What follows belongs to an exercise in optimizing a design on an open flow for small area and a short achievable clock period; a production flow would make more cautious choices. Function was checked by simulation only, so behaviour that the tests miss may differ from the original. Power and IR drop assume default switching activity.

==> flow/design.v, too long to show whole: its modules and the start of the top module <==
// module alu: 624 lines
module alu(FPUCLK, RST, A, B, CTRL, OUT);
  // ...
==> flow/run.sh <==
#!/bin/bash
# synth_recipe.tcl (not shown) runs the flow's synth.tcl, then flattens the netlist and writes it again
# the make line also repeats each setting of config.mk as NAME=value (left out here)
make -C /OpenROAD-flow-scripts/flow DESIGN_CONFIG=/design/flow/config.mk WORK_HOME=/design/flow/orfs CLKGATE_MAP_FILE= SYNTH_SCRIPT=/design/flow/synth_recipe.tcl finish
==> flow/config.mk <==
export PLATFORM = sky130hd
export DESIGN_NAME = alu
export DESIGN_NICKNAME = alu
export VERILOG_FILES = /design/flow/design.v
export SDC_FILE = /design/flow/constraint.sdc
export NUM_CORES = 4
export LEC_CHECK = 0
export CAP_MARGIN = 20
export CELL_PAD_IN_SITES_DETAIL_PLACEMENT = 1
export CORE_MARGIN = 2
export CORE_UTILIZATION = 35
export SETUP_SLACK_MARGIN = 4
export SLEW_MARGIN = 20
==> flow/constraint.sdc <==
create_clock -name core_clock -period 7.0 [get_ports {FPUCLK}]
set_input_delay 1.4000 -clock core_clock [delete_from_list [all_inputs] [get_ports {FPUCLK}]]
set_output_delay 1.4000 -clock core_clock [all_outputs]
set_load 0.01 [all_outputs]
==> summary.md, run 1 <==
| Metric | Value |
|---|---|
| Clock buffers | `34` |
| Final non-filler cell total | `3217` |
| CTS tree | `yes` |
| WP depth | `14` |
| Xor and xnor area share after synthesis | `0.0270` |
| Outcome | `finished clean` |
| Setup TNS | `0 ns` |
| CP startpoint | `A[14]` |
| Routability cong. | `0.924` |
| Most numerous cell in the Yosys netlist | `inv_1` |
| DP Worst Slack | `1.62 ns` |
| Worst EP required | `7.46 ns` |
| Total track usage | `0.240` |
| Worst setup path end | `mb[0]$_DFF_P_` |
| Sw Pwr | `6.43 mW` |
| Buffers plus inverters on the worst setup path | `6` |
| Synthesized netlist net count | `2651` |
| Post-layout util | `0.466` |
| Share of post-route cells with drive strength above 1 | `0.313` |
| Routed Wire Length | `76100 um` |
| Yosys top cell by area | `fa_1` |
| Period Utilization, post-route | `0.540` |
| Largest family of logic cells by synthesized area | `adder cells` |
| Core area | `58800 um^2` |
| Power per cell area | `503 nW/um^2` |
| WL met1 | `29800 um` |
| Post-detail-place hpwl | `49700 um` |
==> inputs of run 2 (changes only) <==
--- a/flow/config.mk
+++ b/flow/config.mk
@@ -11,3 +11,3 @@
 export CORE_UTILIZATION = 35
-export SETUP_SLACK_MARGIN = 4
+export SETUP_SLACK_MARGIN = 2
 export SLEW_MARGIN = 20
==> run 2 against run 1 <==
Net effect:
- critical endpoint is now ma[21]$_DFF_P_
- hold slack worse by 0.011 ns
- routed wire length decreased by 13%
- cell count down 5.1%
- area after synthesis is the same
- sequential power shrank 2%
- register-to-register slack worse by 0.76 ns
- largest cell class unchanged
- first-iteration DRC count shrank 2.4%
- die area unchanged
- clock-buffer cell count fell by 1
- cell area fell by 15%
- global-route usage shrank 2.1 points
- clock skew down 0.028 ns
==> summary.md, run 2 <==
| Metric | Value |
|---|---|
| Outcome | `finished clean (unchanged)` |
| Setup TNS | `0 ns (unchanged)` |
| Leak | `10.3 nW (was 11.9 nW)` |
| Mux cell area share after synthesis | `0.0600 (unchanged)` |
| Cells after Synth | `2231 (unchanged)` |
| CTS Root Cell | `clkbuf_16 (unchanged)` |
| CTS Buffer Depth | `3 (unchanged)` |
| Critical path class | `in2reg (unchanged)` |
| Max-Cap Viols | `0 (unchanged)` |
| Die area | `61200 um^2 (unchanged)` |
| DP Worst Slack | `1.54 ns (was 1.62 ns)` |
| Top reg by flops | `r2_m (unchanged)` |
| CP Max Fanout | `69 (was 4)` |
| Final Hold Vio Count | `0 (unchanged)` |
| Ports | `101 (unchanged)` |
| Slew HR | `0.225 (was 0.238)` |
| Largest family of logic cells by synthesized area | `adder cells (unchanged)` |
| Most frequent cells in the layout | `312 x inv_1, 262 x and2_1, 258 x fa_1, 202 x dfxtp_1, 142 x nand2_1 (was 255 x inv_1, 233 x and2_1, 184 x fa_1, 149 x dfxtp_1, 113 x nand2_1)` |
| Vias in the first global route | `18.1k (was 19.4k)` |
| Die width | `247 um (unchanged)` |
| Synth cell count leaders | `312 x inv_1, 262 x and2_1, 258 x fa_1, 206 x dfxtp_1, 142 x nand2_1 (unchanged)` |
| Slowest stage delay, CP | `0.74 ns (was 0.37 ns)` |
| Initial antenna violation count | `4 (was 2)` |
| # rows | `89 (unchanged)` |
| DRC | `0 (unchanged)` |
| Clock Sinks | `238 (unchanged)` |
| Least-Margin Pin Slew | `1.16 ns (was 1.14 ns)` |
| CTS tree | `yes (unchanged)` |
| Clock transition at path regs | `0.06 ns (about the same)` |
| DIE HEIGHT | `247 um (unchanged)` |
| Largest register FFs | `92 (unchanged)` |
| Cell-by-cell listing of the critical path | `clkdlybuf4s50_1, inv_1, ha_1, nor2b_1, o21ai_1, a21o_1, a21oi_1, o21ai_0, o311ai_1, buf_4, a21oi_4, buf_6, mux2_2 (was dlygate4sd2_1, ha_1, nor2b_1, a2111oi_4, o21ai_2, a21oi_4, o311ai_4, buf_6, a21oi_4, buf_12, buf_12, buf_12, buf_16, mux2_4)` |
| Hold_buf cts | `0 (unchanged)` |
| CP startpoint kind | `input pin (unchanged)` |
| Power per cell area | `486 nW/um^2 (was 503 nW/um^2)` |
| Hold Path End | `r3_e[5]$_DFF_P_ (was r2_inf$_DFF_P_)` |
| Most numerous cell in the Yosys netlist | `inv_1 (unchanged)` |
| Syn Std Cell Area | `20700 um^2 (unchanged)` |
| Routability cong. | `0.892 (was 0.924)` |
| Post-layout util | `0.397 (was 0.466)` |
| Yosys top cell by area | `fa_1 (unchanged)` |
| Post-Synth Adder-Cell Area | `0.305 (unchanged)` |
| Cells on worst reg2reg path | `14 (was 10)` |
| Hold Crit Depth | `0 (unchanged)` |
| Via/cell ratio | `5.37 (was 5.43)` |
| Xor and xnor area share after synthesis | `0.0270 (unchanged)` |
| Post-synthesis sequential area ratio | `0.237 (unchanged)` |
| Register Area | `4930 um^2 (was 5070 um^2)` |
| Final Power | `11.3 mW (was 13.8 mW)` |
| Max Slew Vio Count | `0 (unchanged)` |
| # diodes | `0 (unchanged)` |
| Synth async-reset ratio | `0.134 (unchanged)` |
| Post-detail-place hpwl | `50900 um (was 49700 um)` |
| Slowest cell on crit path | `clkdlybuf4s50_1 (was ha_1)` |
| Largest net degree at the start of global routing | `70 (was 88)` |
| Routed Wire Length | `66200 um (was 76100 um)` |
| Post-synth EDFFs | `0 (unchanged)` |
| Final setup viols | `0 (unchanged)` |
| Top-area cell type share of the netlist area | `0.249 (unchanged)` |
| Fin crit period | `4.71 ns (was 3.78 ns)` |
| Total congestion overflow | `0 (unchanged)` |
| Largest registers | `r2_m (92), OUT (32), r3_m (25) (unchanged)` |
| Worst setup margin | `2.29 ns (was 3.22 ns)` |
| Final #Nets | `2678 (was 2842)` |
| # fillers | `6756 (was 6542)` |
| Mean post-synth cell area | `9.30 um^2 (unchanged)` |
| Vias post-DR | `16.4k (was 17.5k)` |
| Hold Path Class | `reg2reg (unchanged)` |
| YS warnings | `1 (unchanged)` |
| Hold Path Origin | `r2_e[5]$_DFF_P_ (was r1_inf$_DFF_P_)` |
| Primary FF master, synth | `dfxtp_1 (unchanged)` |
| Complex-gate fraction of the synthesized area | `0.118 (unchanged)` |
| Synth Area in Simple Gates | `0.172 (unchanged)` |
| Synthesized netlist net count | `2651 (unchanged)` |
| Core area | `58800 um^2 (unchanged)` |
| CTS buffer count | `28 (unchanged)` |
| Share of post-route cells with drive strength above 1 | `0.0667 (was 0.313)` |
| Register bit total from synthesis | `238 (unchanged)` |
| Worst skew pair latency | `0.58 ns (was 0.61 ns)` |
| WL per Instance | `21.7 um (was 23.6 um)` |
| Period Utilization, post-route | `0.672 (was 0.540)` |
| Total track usage | `0.220 (was 0.240)` |
| Clock Skews | `0.0189 ns (was 0.0473 ns)` |
| Initial DRC Count | `979 (was 1003)` |
| Crit path arrival time | `5.16 ns (was 4.24 ns)` |
| Unique masters post-synth | `82 (unchanged)` |
| Maximum vdd ir drop | `255 uV (was 270 uV)` |
| Antenna-violating nets left | `0 (unchanged)` |
| RR Endpoint | `r3_m[23]$_DFF_P_ (was r2_m[4]$_DFF_P_)` |
| Starting Density | `0.353 (unchanged)` |
| Commonest non-fill, non-tap cell in the layout | `inv_1 (unchanged)` |
| IO buf count | `99 (unchanged)` |
| First-pass GRT wire length | `104000 um (was 113000 um)` |
| Multi-input logic area | `14200 um^2 (was 16200 um^2)` |
| FF-to-FF setup slack | `2.51 ns (was 3.27 ns)` |
| RSZ-0062 raised after global routing | `no (was yes)` |
| Htree depth | `1 (unchanged)` |
| Critical Path End Type | `flip-flop (unchanged)` |
| Fmax | `213 MHz (was 265 MHz)` |
| Area growth from synthesis to layout | `12.6% (was 32.1%)` |
| Worst EP required | `7.45 ns (was 7.46 ns)` |
| Pre-antenna DRT Iters | `5 (unchanged)` |
| Area contributors post-synth | `fa_1 25%, dfxtp_1 20%, and2_1 7.9%, inv_1 5.6%, ha_1 5.6% (unchanged)` |
| Reg2reg start | `r2_m[4]$_DFF_P_ (was ma[15]$_DFF_P_)` |
run 2: cell families after synthesis:
family / after synthesis
and+or+nand+nor: 677
xor gates and xnor gates: 64
buffers and inverters: 432
AOI/OAI and AO/OA: 373
DFF: 238
muxes: 96
adders and majority gates: 351
run 2: report_power, final:
part / switching [mW] / internal (mW) / leakage [nW]
sequential: 0.558 / 1.87 / 2.10
combinational: 4.15 / 3.20 / 7.72
clock: 0.632 / 0.935 / 0.481
total: 5.34 / 6.01 / 10.3
run 2: how the worst max path moves through the flow:
stage | from | endpoint | depth (start not counted)
final | A[24] | ma[21]$_DFF_P_ | 13
after floorplan | B[9] | ma[10]$_DFF_P_ | 11
after global placement | A[24] | ma[12]$_DFF_P_ | 13
after CTS | A[24] | ma[21]$_DFF_P_ | 13
after global routing | A[24] | ma[20]$_DFF_P_ | 13
after detailed placement | A[24] | ma[21]$_DFF_P_ | 13
run 2: repair_timing:
item,in CTS,in global routing
setup endpoints to repair,0,24
gates resized for setup,0,1
buffers inserted,0,0
run 2: worst max-delay path: cells and delay by family:
family,cells,cell delay [ns]
buffers and inverters,4,1.53
AO/OA/AOI/OAI,6,1.27
multiplexers,1,0.40
adder cells (fa/ha/maj),1,0.36
AND/OR/NAND/NOR,1,0.15
run 2: layout make-up:
type / instances / area share
Inverter: 314 / 0.0505
Tap cell: 773 / 0.0414
Clock inverter: 19 / 0.0103
Multi-Input combinational cell: 1561 / 0.606
Clock buffer: 33 / 0.0326
Sequential cell: 238 / 0.211
Timing Repair Buffer: 115 / 0.0477
run 2: metal layers:
layer  track usage  vias up  part of all wire
li1              -     7328                 -
met1         0.277     8377              0.41
met2         0.387      549              0.49
met3        0.0252      143             0.055
met4        0.0761        0             0.036
met5             0        -                 0
run 2: through the flow:
| stage | area (um^2) | std cells | hold WS, ns |
|---|---|---|---|
| after global routing | 23400 | 3053 | 0.325 |
| final | 23400 | 3053 | 0.316 |
| after global placement | 22300 | 3001 | 0.312 |
| after floorplan | 20700 | 2231 | 0.310 |
| after detailed placement | 22400 | 3001 | 0.313 |
| after CTS | 23400 | 3053 | 0.319 |
==> inputs of run 3 (changes only) <==
--- a/flow/config.mk
+++ b/flow/config.mk
@@ -11,3 +11,3 @@
 export CORE_UTILIZATION = 35
-export SETUP_SLACK_MARGIN = 2
+export SETUP_SLACK_MARGIN = 5
 export SLEW_MARGIN = 20
==> run 3 against run 2 <==
Net effect:
- synthesized cell count stayed put
- hold slack better by 0.013 ns
- clock-buffer cell count is 3 higher
- fmax is 16% higher
- routed wire length is 26% higher
- cell count is 8.3% higher
- via count is 12% higher
- global-route usage is 3.7 points higher
- still clean
- clock skew is 0.0028 ns higher
- critical endpoint is now mb[12]$_DFF_P_
==> summary.md, run 3 <==
| Metric | Value |
|---|---|
| Post-synth EDFFs | `0 (unchanged)` |
| Period Utilization, post-route | `0.578 (was 0.672)` |
| Fin crit period | `4.05 ns (was 4.71 ns)` |
| Worst Hold Slack | `0.329 ns (was 0.316 ns)` |
| Post-detail-place hpwl | `49500 um (was 50900 um)` |
| First-pass GRT wire length | `120000 um (was 104000 um)` |
| Slowest stage delay, CP | `0.46 ns (was 0.74 ns)` |
| CTS Root Cell | `clkbuf_16 (unchanged)` |
| Slew HR | `0.279 (was 0.225)` |
| Final non-filler cell total | `3307 (was 3053)` |
| Vias post-DR | `18.4k (was 16.4k)` |
| CP Max Fanout | `7 (was 69)` |
| Share of post-route cells with drive strength above 1 | `0.421 (was 0.0667)` |
| Register bit total from synthesis | `238 (unchanged)` |
| Yosys top cell by area | `fa_1 (unchanged)` |
| Worst EP required | `7.49 ns (was 7.45 ns)` |
| Initial antenna violation count | `1 (was 4)` |
| Hold Path End | `r3_e[4]$_DFF_P_ (was r3_e[5]$_DFF_P_)` |
| Cell-by-cell listing of the critical path | `buf_12, inv_12, ha_4, a21o_1, a221o_1, a2111oi_4, o21ai_1, a21oi_2, o311ai_2, buf_6, a21oi_4, buf_12, buf_12, buf_12, buf_16, buf_6, nand2_2, o21ai_1 (was clkdlybuf4s50_1, inv_1, ha_1, nor2b_1, o21ai_1, a21o_1, a21oi_1, o21ai_0, o311ai_1, buf_4, a21oi_4, buf_6, mux2_2)` |
| Fmax | `247 MHz (was 213 MHz)` |
| Vias in the first global route | `20.4k (was 18.1k)` |
| Top reg by flops | `r2_m (unchanged)` |
| Primary FF master, synth | `dfxtp_1 (unchanged)` |
| Max Slew Vio Count | `0 (unchanged)` |
| Area contributors post-synth | `fa_1 25%, dfxtp_1 20%, and2_1 7.9%, inv_1 5.6%, ha_1 5.6% (unchanged)` |
| Ports | `101 (unchanged)` |
| YS warnings | `1 (unchanged)` |
| Initial DRC Count | `1232 (was 979)` |
| Worst setup margin | `2.95 ns (was 2.29 ns)` |
| FF-to-FF setup slack | `3.29 ns (was 2.51 ns)` |
| Unique masters post-synth | `82 (unchanged)` |
| Area growth from synthesis to layout | `39.8% (was 12.6%)` |
| Largest register FFs | `92 (unchanged)` |
| # rows | `89 (unchanged)` |
| Final Hold Vio Count | `0 (unchanged)` |
| Final setup viols | `0 (unchanged)` |
| Met3 wire length | `4920 um (was 3620 um)` |
| CTS Buffer Depth | `3 (unchanged)` |
| IO buf count | `99 (unchanged)` |
| Xor and xnor area share after synthesis | `0.0270 (unchanged)` |
| Die area | `61200 um^2 (unchanged)` |
| Least-Margin Pin Slew | `1.08 ns (was 1.16 ns)` |
| Core area | `58800 um^2 (unchanged)` |
| Mean post-synth cell area | `9.30 um^2 (unchanged)` |
| Largest net degree at the start of global routing | `88 (was 70)` |
| Largest family of logic cells by synthesized area | `adder cells (unchanged)` |
| Final #Nets | `2932 (was 2678)` |
| CTS tree | `yes (unchanged)` |
| Leak | `12.6 nW (was 10.3 nW)` |
| WL met2 | `42100 um (was 32800 um)` |
| Syn Std Cell Area | `20700 um^2 (unchanged)` |
| Worst skew pair latency | `0.60 ns (was 0.58 ns)` |
| Complex-gate fraction of the synthesized area | `0.118 (unchanged)` |
| Top cell by count, worst path | `buf_12` |
| Slowest cell on crit path | `a2111oi_4 (was clkdlybuf4s50_1)` |
| Outcome | `finished clean (unchanged)` |
| DIE HEIGHT | `247 um (unchanged)` |
| Commonest non-fill, non-tap cell in the layout | `inv_1 (unchanged)` |
| Synth async-reset ratio | `0.134 (unchanged)` |
| Power per cell area | `527 nW/um^2 (was 486 nW/um^2)` |
| Mux cell area share after synthesis | `0.0600 (unchanged)` |
| Cell family with most CP delay | `compound AO/OA/AOI/OAI gates (was buffers and inverters)` |
| Top-area cell type share of the netlist area | `0.249 (unchanged)` |
| Crit path arrival time | `4.54 ns (was 5.16 ns)` |
| Setup TNS | `0 ns (unchanged)` |
| Pre-antenna DRT Iters | `5 (unchanged)` |
| Hold Crit Depth | `0 (unchanged)` |
| Max-Cap Viols | `0 (unchanged)` |
| Critical Path End Type | `flip-flop (unchanged)` |
| Cells after Synth | `2231 (unchanged)` |
| CTS buffer count | `27 (was 28)` |
| Hold Path Class | `reg2reg (unchanged)` |
| RR Endpoint | `r2_m[4]$_DFF_P_ (was r3_m[23]$_DFF_P_)` |
| Synth cell count leaders | `312 x inv_1, 262 x and2_1, 258 x fa_1, 206 x dfxtp_1, 142 x nand2_1 (unchanged)` |
| Synthesized netlist net count | `2651 (unchanged)` |
| Most numerous cell in the Yosys netlist | `inv_1 (unchanged)` |
| Hold Path Origin | `r2_e[4]$_DFF_P_ (was r2_e[5]$_DFF_P_)` |
| Via/cell ratio | `5.55 (was 5.37)` |
| RSZ-0062 raised after global routing | `yes (was no)` |
| Total track usage | `0.256 (was 0.220)` |
| Reg2reg start | `ma[15]$_DFF_P_ (was r2_m[4]$_DFF_P_)` |
| Synth Area in Simple Gates | `0.172 (unchanged)` |
| Critical path class | `in2reg (unchanged)` |
| Die width | `247 um (unchanged)` |
| Clock transition at path regs | `0.07 ns (was 0.06 ns)` |
| Buffers plus inverters on the worst setup path | `8 (was 4)` |
| Maximum vdd ir drop | `317 uV (was 255 uV)` |
| Cells on worst reg2reg path | `10 (was 14)` |
| Starting Density | `0.353 (unchanged)` |
| Inst Count DP | `3000 (was 3001)` |
| Largest registers | `r2_m (92), OUT (32), r3_m (25) (unchanged)` |
| DRC | `0 (unchanged)` |
| WL met1 | `31300 um (was 27400 um)` |
| Post-Synth Adder-Cell Area | `0.305 (unchanged)` |
| CP startpoint kind | `input pin (unchanged)` |
| Total congestion overflow | `0 (unchanged)` |
| Highest metal used | `met5 (was met4)` |
| Antenna-violating nets left | `0 (unchanged)` |
| DP Worst Slack | `1.58 ns (was 1.54 ns)` |
| Post-synthesis sequential area ratio | `0.237 (unchanged)` |
| Clock Skews | `0.0217 ns (was 0.0189 ns)` |
| Routed Wire Length | `83100 um (was 66200 um)` |
| WL per Instance | `25.1 um (was 21.7 um)` |
| Most frequent cells in the layout | `241 x inv_1, 191 x and2_1, 153 x fa_1, 148 x dfxtp_1, 137 x buf_4 (was 312 x inv_1, 262 x and2_1, 258 x fa_1, 202 x dfxtp_1, 142 x nand2_1)` |
| Post-layout util | `0.493 (was 0.397)` |
| Htree depth | `1 (unchanged)` |
| Clock Sinks | `238 (unchanged)` |
| Routability cong. | `0.897 (was 0.892)` |
run 3: report_power, final:
group / internal [mW] / switching, mW
clock network: 0.956 / 0.664
logic: 5.38 / 5.83
registers: 1.91 / 0.553
run 3: worst max-delay path by stage:
stage,startpoint,endpoint,slack (ns),depth (start not counted)
detailed placement,B[9],ma[6]$_DFF_P_,1.58,13
global placement,B[9],ma[7]$_DFF_P_,1.64,13
floorplan,B[9],ma[10]$_DFF_P_,3.31,11
global route,B[9],mb[12]$_DFF_P_,2.96,18
finish,B[9],mb[12]$_DFF_P_,2.95,18
CTS,r2_m[4]$_DFF_P_,r3_m[22]$_DFF_P_,3.32,14
run 3: logic make-up after synthesis:
family	Yosys count
AND/OR/NAND/NOR	677
buffers and inverters	432
multiplexers	96
adder cells (fa/ha/maj)	351
AO/OA/AOI/OAI	373
XOR/XNOR	64
flip-flops	238
run 3: metal layers:
| layer | up-vias | global-route usage |
|---|---|---|
| met2 | 826 | 0.460 |
| met3 | 284 | 0.0327 |
| li1 | 7837 | - |
| met5 | - | 0 |
| met4 | 2 | 0.116 |
| met1 | 9406 | 0.305 |
run 3: metrics by stage:
step                instance area (um^2)  power, mW
floorplan                          21700       7.83
global placement                   23000       9.87
detailed placement                 23000       10.3
CTS                                27600       13.8
global route                       29000       16.3
finish                             29000       15.3
run 3: layout make-up:
class,count,area (um^2)
fill,6403,29800
multi-input combinational,1562,16900
sequential,238,5080
timing repair buffer,367,3770
inverter,314,1230
tap,773,967
clock buffer,36,792
clock inverter,14,215
timing repair inverter,2,16.3
antenna,1,2.50
run 3: timing repair:
item                       4_1_cts  5_1_grt
setup endpoints to repair      236      233
setup buffers                  167       72
gates cloned                    16        1
pin swaps                      213      137
gates resized for setup        974      236
hold buffers                     0        0
run 3: worst register-to-register path: cells and delay by family, from the launching register on:
family | cells | cell delay, ns
fa+ha+maj | 5 | 2.50
buf+inv | 3 | 0.25
flops | 1 | 0.35
mux | 1 | 0.30
simple gates | 1 | 0.15
==> inputs of run 4 (changes only) <==
==> flow/flow/run.sh (new file) <==
#!/bin/bash
set -euo pipefail
cd "$(dirname "$0")/.."
export BUFFER_PORTS_ARGS="-buffer_cell sky130_fd_sc_hd__buf_2"
bash standard.sh > standard_flow.log 2>&1
==> flow/standard.sh (new file) <==
#!/bin/bash
# synth_recipe.tcl (not shown) runs the flow's synth.tcl, then flattens the netlist and writes it again
# the make line also repeats each setting of config.mk as NAME=value (left out here)
make -C /OpenROAD-flow-scripts/flow DESIGN_CONFIG=/design/flow/config.mk WORK_HOME=/design/flow/orfs CLKGATE_MAP_FILE= SYNTH_SCRIPT=/design/flow/synth_recipe.tcl "${@:-finish}"
--- a/flow/config.mk
+++ b/flow/config.mk
@@ -11,3 +11,3 @@
 export CORE_UTILIZATION = 35
-export SETUP_SLACK_MARGIN = 5
+export SETUP_SLACK_MARGIN = 4
 export SLEW_MARGIN = 20
removed: flow/run.sh
==> run 4 against run 3 <==
Net effect:
- clock skew rose by 0.022 ns
- die area did not move
- via count fell by 5.4%
- sequential share of layout area rose by 1.5 points
- non-clock buffer count fell by 114
- register-to-register slack improved by 0.04 ns
- hold slack got worse by 0.0021 ns
- sequential power barely moved
- global-route usage fell by 1.9 points
- routed wire length fell by 9.7%
- combinational power fell by 15%
==> summary.md, run 4 <==
| Metric | Value |
|---|---|
| Pre-antenna DRT Iters | `8 (was 5)` |
| Final Hold Vio Count | `0 (unchanged)` |
| Max Slew Vio Count | `0 (unchanged)` |
| Vias in the first global route | `19.2k (was 20.4k)` |
| Area contributors post-synth | `fa_1 25%, dfxtp_1 20%, and2_1 7.9%, inv_1 5.6%, ha_1 5.6% (unchanged)` |
| Commonest non-fill, non-tap cell in the layout | `inv_1 (unchanged)` |
| Largest net degree at the start of global routing | `51 (was 88)` |
| Syn Std Cell Area | `20700 um^2 (unchanged)` |
| Routed Wire Length | `75000 um (was 83100 um)` |
| Setup TNS | `0 ns (unchanged)` |
| Hold_buf cts | `0 (unchanged)` |
| Top cell by count, worst path | `fa_2 (was buf_12)` |
| Via/cell ratio | `5.44 (was 5.55)` |
| RSZ-0062 raised after global routing | `yes (unchanged)` |
| Critical path class | `reg2reg (was in2reg)` |
| Critical Path End Type | `flip-flop (unchanged)` |
| Share of post-route cells with drive strength above 1 | `0.327 (was 0.421)` |
| Most frequent cells in the layout | `260 x inv_1, 217 x and2_1, 191 x fa_1, 150 x dfxtp_1, 114 x nand2_1 (was 241 x inv_1, 191 x and2_1, 153 x fa_1, 148 x dfxtp_1, 137 x buf_4)` |
| Antenna-violating nets left | `0 (unchanged)` |
| Leak | `11.7 nW (was 12.6 nW)` |
| Max-Cap Viols | `0 (unchanged)` |
| Clock Skews | `0.0441 ns (was 0.0217 ns)` |
| Worst skew pair latency | `0.61 ns (was 0.60 ns)` |
| CP Max Fanout | `6 (was 7)` |
| Hold Path Class | `reg2reg (unchanged)` |
| Cells after Synth | `2231 (unchanged)` |
| Fmax | `272 MHz (was 247 MHz)` |
| DP Area | `22300 um^2 (was 23000 um^2)` |
| Worst Hold Slack | `0.327 ns (was 0.329 ns)` |
| Initial antenna violation count | `0 (was 1)` |
| Total congestion overflow | `0 (unchanged)` |
| Fin crit period | `3.67 ns (was 4.05 ns)` |
| Ports | `101 (unchanged)` |
| YS warnings | `1 (unchanged)` |
| Htree depth | `1 (unchanged)` |
| Register bit total from synthesis | `238 (unchanged)` |
| IO buf count | `99 (unchanged)` |
| Total track usage | `0.237 (was 0.256)` |
| Buffers plus inverters on the worst setup path | `3 (was 8)` |
| Mean post-synth cell area | `9.30 um^2 (unchanged)` |
| Slew HR | `0.316 (was 0.279)` |
| Starting Density | `0.353 (unchanged)` |
| Vias post-DR | `17.4k (was 18.4k)` |
| Clock Sinks | `238 (unchanged)` |
| CTS tree | `yes (unchanged)` |
| Largest register FFs | `92 (unchanged)` |
| Final #Nets | `2818 (was 2932)` |
| # diodes | `0 (was 1)` |
| Final instance area | `26600 um^2 (was 29000 um^2)` |
| Synthesized netlist net count | `2651 (unchanged)` |
| Routability cong. | `0.907 (was 0.897)` |
| Slowest stage delay, CP | `0.55 ns (was 0.46 ns)` |
| Least-Margin Pin Slew | `1.02 ns (was 1.08 ns)` |
| CP startpoint kind | `flip-flop (was input pin)` |
| Post-detail-place hpwl | `49400 um (was 49500 um)` |
| WL per Instance | `23.5 um (was 25.1 um)` |
| Die area | `61200 um^2 (unchanged)` |
| CTS Root Cell | `clkbuf_16 (unchanged)` |
| Top reg by flops | `r2_m (unchanged)` |
| CTS buffer count | `28 (was 27)` |
| Cell family with most CP delay | `adder cells (was compound AO/OA/AOI/OAI gates)` |
| Synth cell count leaders | `312 x inv_1, 262 x and2_1, 258 x fa_1, 206 x dfxtp_1, 142 x nand2_1 (unchanged)` |
| DIE HEIGHT | `247 um (unchanged)` |
| Cell-by-cell listing of the critical path | `buf_12, and2_4, fa_1, fa_1, inv_2, fa_2, inv_2, fa_2, fa_2, mux2_2 (was buf_12, inv_12, ha_4, a21o_1, a221o_1, a2111oi_4, o21ai_1, a21oi_2, o311ai_2, buf_6, a21oi_4, buf_12, buf_12, buf_12, buf_16, buf_6, nand2_2, o21ai_1)` |
| Worst EP required | `7.46 ns (was 7.49 ns)` |
| Crit path arrival time | `4.14 ns (was 4.54 ns)` |
| Die width | `247 um (unchanged)` |
| Power per cell area | `508 nW/um^2 (was 527 nW/um^2)` |
| Clock transition at path regs | `0.07 ns (about the same)` |
| Post-synthesis sequential area ratio | `0.237 (unchanged)` |
| First-pass GRT wire length | `112000 um (was 120000 um)` |
| # fillers | `6539 (was 6403)` |
| Most numerous cell in the Yosys netlist | `inv_1 (unchanged)` |
| Yosys top cell by area | `fa_1 (unchanged)` |
| Top-area cell type share of the netlist area | `0.249 (unchanged)` |
| Slowest cell on crit path | `fa_1 (was a2111oi_4)` |
| Final setup viols | `0 (unchanged)` |
| Outcome | `finished clean (unchanged)` |
| CTS Buffer Depth | `3 (unchanged)` |
| # rows | `89 (unchanged)` |
| Period Utilization, post-route | `0.525 (was 0.578)` |
| Largest registers | `r2_m (92), OUT (32), r3_m (25) (unchanged)` |
| DRC | `0 (unchanged)` |
| Initial DRC Count | `1014 (was 1232)` |
| Maximum vdd ir drop | `240 uV (was 317 uV)` |
| Primary FF master, synth | `dfxtp_1 (unchanged)` |
| Core area | `58800 um^2 (unchanged)` |
| Synth async-reset ratio | `0.134 (unchanged)` |
| Unique masters post-synth | `82 (unchanged)` |
| Area growth from synthesis to layout | `28.1% (was 39.8%)` |
| Post-synth EDFFs | `0 (unchanged)` |
## run 4: cell counts after synthesis
Identical to the previous run, type by type.
## run 4: area by class of cell
cell class	count	area, um^2	share of cell area
clock buffers	34	774	0.0291
clock inverters	18	225	0.00848
inverters	314	1220	0.0458
multi-input cells	1562	16000	0.602
flip-flops and latches	238	5060	0.191
well taps	773	967	0.0364
repair buffers	253	2330	0.0876
repair inverters	1	8.76	0.000330
## run 4: path summary, 6_finish.rpt
path                                endpoint  slack (ns)       startpoint  cells after the start
max                         r2_m[16]$_DFF_P_        3.33   ma[20]$_DFF_P_                     10
min                          r2_e[4]$_DFF_P_        0.33  r1_e[4]$_DFF_P_                      0
max reg2reg                 r2_m[16]$_DFF_P_        3.33   ma[20]$_DFF_P_                     10
min reg2reg                  r2_e[4]$_DFF_P_        0.33  r1_e[4]$_DFF_P_                      0
max in group asynchronous   OUT[2]$_DFF_PN0_        5.67              RST                      1
min in group asynchronous  OUT[23]$_DFF_PN0_        0.86              RST                      1
## run 4: power by group
group	switching [mW]	internal [mW]	leakage (nW)	total [mW]
combinational	5.16	4.30	9.08	9.47
sequential	0.571	1.90	2.11	2.47
clock	0.657	0.914	0.493	1.57
## run 4: timing repair
action	in CTS	in global routing
cloned	15	0
setup endpoints to repair	157	146
setup buffers	96	31
endpoints found under the hold margin	0	0
resized for setup	379	211
pin swaps	118	114
## run 4: logic make-up (layout without fill, tap and decap cells)
logic type,count (synthesis),in the layout,synth area share
AND/OR/NAND/NOR,677,677,0.172
buffers and inverters,432,620,0.0805
AO/OA/AOI/OAI,373,374,0.118
adder cells (fa/ha/maj),351,351,0.305
flip-flops,238,238,0.237
multiplexers,96,96,0.0600
XOR/XNOR,64,64,0.0270
## run 4: per-layer routing
| layer | vias up | share of wire | GRT usage | routed length [um] |
|---|---|---|---|---|
| met5 | - | 0 | 0 | 0 |
| met2 | 671 | 0.50 | 0.424 | 37700 |
| li1 | 7607 | - | - | - |
| met4 | 0 | 0.047 | 0.108 | 3550 |
| met1 | 8873 | 0.39 | 0.282 | 29200 |
| met3 | 206 | 0.060 | 0.0314 | 4510 |
## run 4: per-stage QoR
step | worst slack (ns) | std cells | power, mW | utilization
final | 3.33 | 3193 | 13.5 | 0.452
after global routing | 3.22 | 3193 | 14.5 | 0.452
after CTS | 3.31 | 3162 | 12.7 | 0.434
after detailed placement | 2.16 | 2999 | 10.0 | 0.379
after global placement | 2.18 | 2999 | 9.60 | 0.379
after floorplan | 3.31 | 2231 | 7.63 | -

## port drivers added, routing unchanged
In the flow no input, the clock included, has a driving cell. The finished layouts below were timed again as built, in two steps.
Step 1 (the two cells are an assumption about what drives the block):
set clk [get_ports {FPUCLK}]
set_driving_cell -lib_cell sky130_fd_sc_hd__clkbuf_16 $clk
set_driving_cell -lib_cell sky130_fd_sc_hd__buf_2 [delete_from_list [all_inputs] $clk]
Step 2 times the ports against the registers' clock, not the clock port: input delays grow and output delays shrink by t, the midpoint of the rising clock arrivals with the driver on.
a / b / c = ideal ports / drivers / drivers and shift; a / b = the first two.
run	t, ns	setup WS [ns]	hold slack, ns	slew at the worst register clock pin (ns)
run 1	0.639	3.223 / 3.240 / 2.601	0.327 / 0.327 / 0.327	0.07 / 0.07
run 2	0.628	2.294 / 2.328 / 1.700	0.316 / 0.316 / 0.316	0.07 / 0.07
run 3	0.639	2.953 / 2.958 / 2.319	0.329 / 0.329 / 0.329	0.07 / 0.07
run 4	0.641	3.325 / 3.325 / 2.730	0.327 / 0.327 / 0.327	0.07 / 0.07
After both steps setup and hold are still met in every run listed. For run 3, which loses most, drivers alone change the setup slack by +0.005 ns; drivers and shift together by -0.634 ns.
